Context: an optimization exercise on an open-source flow, tuned for small area and a short achievable clock period. The choices shown serve that exercise and are no tape-out recipe. The RTL of this run was laid out without a check of its function.

`flow/run.sh`:
```
#!/bin/bash
# synth_recipe.tcl (not shown) runs the flow's synth.tcl, then flattens the netlist and writes it again
# the make line also repeats each setting of config.mk as NAME=value (left out here)
make -C /OpenROAD-flow-scripts/flow DESIGN_CONFIG=/design/flow/config.mk WORK_HOME=/design/flow/orfs CLKGATE_MAP_FILE= SYNTH_SCRIPT=/design/flow/synth_recipe.tcl finish
```
`flow/config.mk`:
```
export PLATFORM = sky130hd
export DESIGN_NAME = multiplier_pipelined
export DESIGN_NICKNAME = multiplier_pipelined
export VERILOG_FILES = /design/flow/design.v
export SDC_FILE = /design/flow/constraint.sdc
export NUM_CORES = 4
export LEC_CHECK = 0
export CAP_MARGIN = 20
export CORE_MARGIN = 2
export CORE_UTILIZATION = 40
export SLEW_MARGIN = 20
```
`flow/constraint.sdc`:
```
create_clock -name core_clock -period 7.5 [get_ports {clk}]
set_input_delay 1.5000 -clock core_clock [delete_from_list [all_inputs] [get_ports {clk}]]
set_output_delay 1.5000 -clock core_clock [all_outputs]
set_load 0.01 [all_outputs]
```
`flow/design.v`:
```
module multiplier_pipelined(
    input clk,
    input logic[31:0] a,
    input logic[31:0] b,
    output logic[63:0] r
);
    logic [31:0] pp_lo_lo;
    logic [31:0] pp_hi_lo;
    logic [31:0] pp_lo_hi;
    logic [31:0] pp_hi_hi;
    logic[15:0] a_hi, a_lo, b_hi, b_lo;
    assign a_hi = a[31:16];
    assign a_lo = a[15:0];
    assign b_hi = b[31:16];
    assign b_lo = b[15:0];
    always_ff @(posedge clk) begin
        pp_lo_lo <= a_lo * b_lo;
        pp_hi_lo <= a_hi * b_lo;
        pp_lo_hi <= a_lo * b_hi;
        pp_hi_hi <= a_hi * b_hi;
        r <= { pp_hi_hi , 32'h00000000}
             +
             { 32'h00000000, pp_lo_lo}
             +
             { 16'h0000, pp_hi_lo, 16'h0000}
             +
             { 16'h0000, pp_lo_hi, 16'h0000};
    end
endmodule
```
==> run notes <==
[synth_stat cells (all sizes together), types with 24 or more instances]
library cell | instances | area share, %
inv | 962 | 9.0
fa | 809 | 40
nand2 | 624 | 5.8
and2 | 474 | 7.4
ha | 448 | 14
clkbuf | 200 | 1.9
dfxtp | 192 | 9.6
a21oi | 132 | 1.7
xnor2 | 103 | 2.2
nor2 | 81 | 0.76
o21ai | 59 | 0.74
a21o | 58 | 1.1
xor2 | 49 | 1.1
nand3 | 24 | 0.30
[critical path, stage by stage]
cell	delay (ns)
clkdlybuf4s50_1	0.51
buf_12	0.16
buf_4	0.14
nand2_1	0.08
fa_1	0.52
fa_1	0.51
fa_1	0.51
inv_1	0.05
fa_1	0.47
fa_1	0.50
inv_1	0.05
fa_1	0.47
inv_1	0.04
ha_1	0.28
buf_4	0.14
nand4_1	0.17
buf_4	0.16
o31ai_4	0.06
a311o_1	0.30
a31o_2	0.26
a22o_1	0.26
o41a_1	0.38
xor2_1	0.14
[flip-flops by register name, indices dropped and copies added, names as in the netlist]
register	flops
pp_hi_hi	32
r	64
pp_hi_lo	32
pp_lo_hi	32
pp_lo_lo	32
[final timing paths]
kind           startpoint  cells past startpoint      endpoint
max                  b[3]                     23  pp_hi_lo[28]
min          pp_lo_lo[15]                      0         r[15]
max reg2reg  pp_lo_lo[17]                     13         r[63]
min reg2reg  pp_lo_lo[15]                      0         r[15]
[through the flow]
step / setup WS [ns] / instance area (µm²)
floorplan: 0.265 / 40200
global placement: -0.439 / 46600
detailed placement: -0.518 / 46600
CTS: 0.0175 / 47200
global route: -0.0452 / 47500
finish: 0.206 / 47500
[cell usage in the layout (no fill, tap or decap), drive strengths merged, types with 17 or more instances in the layout]
master	instances
clkdlybuf4s50	124
a21o	58
fa	809
dfxtp	192
o21ai	59
nand2	624
clkbuf	21
and3	22
buf	466
inv	969
a21oi	132
nand3	24
o21a	17
o21bai	23
ha	448
xor2	49
nor2	81
xnor2	103
and2	474
[routing by layer]
metal | share of wire, % | track usage, % | routed length [µm] | up-vias
met5 | 0 | 0 | 0 | -
met4 | 3.6 | 7.50 | 3910 | 0
met3 | 6.5 | 3.99 | 7040 | 149
met2 | 46 | 36.4 | 49800 | 856
met1 | 44 | 29.9 | 48100 | 15200
li1 | - | - | - | 14100
[repair_timing]
| item | CTS | global route |
|---|---|---|
| gates resized for setup | 0 | 59 |
| buffers inserted | 0 | 4 |
| setup endpoints to repair | 0 | 31 |
[final cells by class]
class,count,area (µm²)
antenna,3,7.51
tap,1298,1620
clock buffer,19,443
sequential,192,3840
inverter,962,3610
fill,9579,52400
clock inverter,13,144
timing repair buffer,596,5670
multi-input combinational,3083,32100
[cells by family after synthesis]
family	synth area share, %
compound gates	6.20
simple gates	15.7
xor+xnor	3.32
buf+inv	10.9
flops	9.57
fa+ha+maj	54.3
==> reports/metrics.yaml <==
stdcell_count: 6166
regToRegSetupSlack_ns: 3.17
drv_slew: 0
std_cell_rows: 116
timing.fmax_ghz: 0.137
grt.total_usage_pct: 22.3
synthesis.area_um2: 40200
wire_per_inst_um: 17.7
cp-start-kind: "primary input"
syn_nets: 5760
dpl.hpwl_um: 91100
initial_utilization_pct: 40.2
ys_seq_area_share_pct: 9.57
place_inst: 6125
viasPerCell: 4.91
ctsHoldBuffers: 0
path_class: "primary input to flip-flop"
async_reset_ff_share_pct: 0
path_clk_slew_ns: 0.08
critPathCaptureType: "flip-flop"
avgSynthCellArea_um2: 9.05
cts_tree: "yes"
layout-drive-gt1-share_pct: 11.3
finalCritPeriodShare_pct: 97.3
die_w_um: 321
cts_buffer_depth: 2
firstDrtPassIters: 5
fin_crit_ns: 7.29
rsz0062_at_grt: "true"
worstPathRequired_ns: 7.88
ant_nets: 0
ys_warn_count: 1
clock_latency_ns: 0.52
finalClockSkew_ns: 0.0333
grt_pass1_wl_um: 177000
drc: 0
fp.dieH_um: 321
worst_pin_slew_ns: 0.793
yosysUniqueCellTypes: 67
dieArea_um2: 103000
cts_inserted_buffers: 17
area_delta_synth_final_pct: 18.3
final_hold_viol_count: 0
grt_max_degree: 33
synthesis.instances: 4438
hp-class: "flip-flop to flip-flop"
gp_congestion: 0.902
cts_num_sinks: 192
cts-root-buf: "clkbuf_16"
synth_seq_cells: 192
finalNetCount: 6174
cts.htree.levels: 4
status: "complete, no violations"
fin_util_pct: 47.6
pin_count: 129
setup_tns_ns: 0
antenna_found_initial: 4
critPathMaxFanout: 8
drt_wl_total_um: 109000
cap_violations: 0
drtIter0Drc: 1735
worstPathArrival_ns: 7.68
setup_viol: 0
whs_ns: 0.324
synth-edff-count: 0
core-area_um2: 99900
first_global_vias: 32500
synth_ff_type: "dfxtp_1"
grt_overflow: 0
port_buffers: 128
vias: 30300
slew_headroom_pct: 47.0

## separate check: timing with driven ports
How much do the figures lean on ideal ports? The routed layout below was timed once more, with nothing changed but the port constraints.
Step 1 assumes that a clkbuf_16 drives the clock port and a buf_2 every other input.
Step 2 adds t to the input delays and takes it off the output delays; t is the mean of the earliest and latest rising clock arrival at the registers after step 1. Input paths then give back, and output paths get back, about the clock's delay inside the block.
Slacks: no drivers / after step 1 / after step 2; pairs: no drivers / after step 1.
t (ns): 0.575
setup slack, ns: 0.206 / 0.249 / -0.326
worst setup path at the end: input to register
slew at the worst register clock pin (ns): 0.11 / 0.11
Met with ideal ports but missed after step 2: setup timing in this run. The setup slack of this run moves by +0.043 ns with the drivers and by -0.532 ns with both steps.
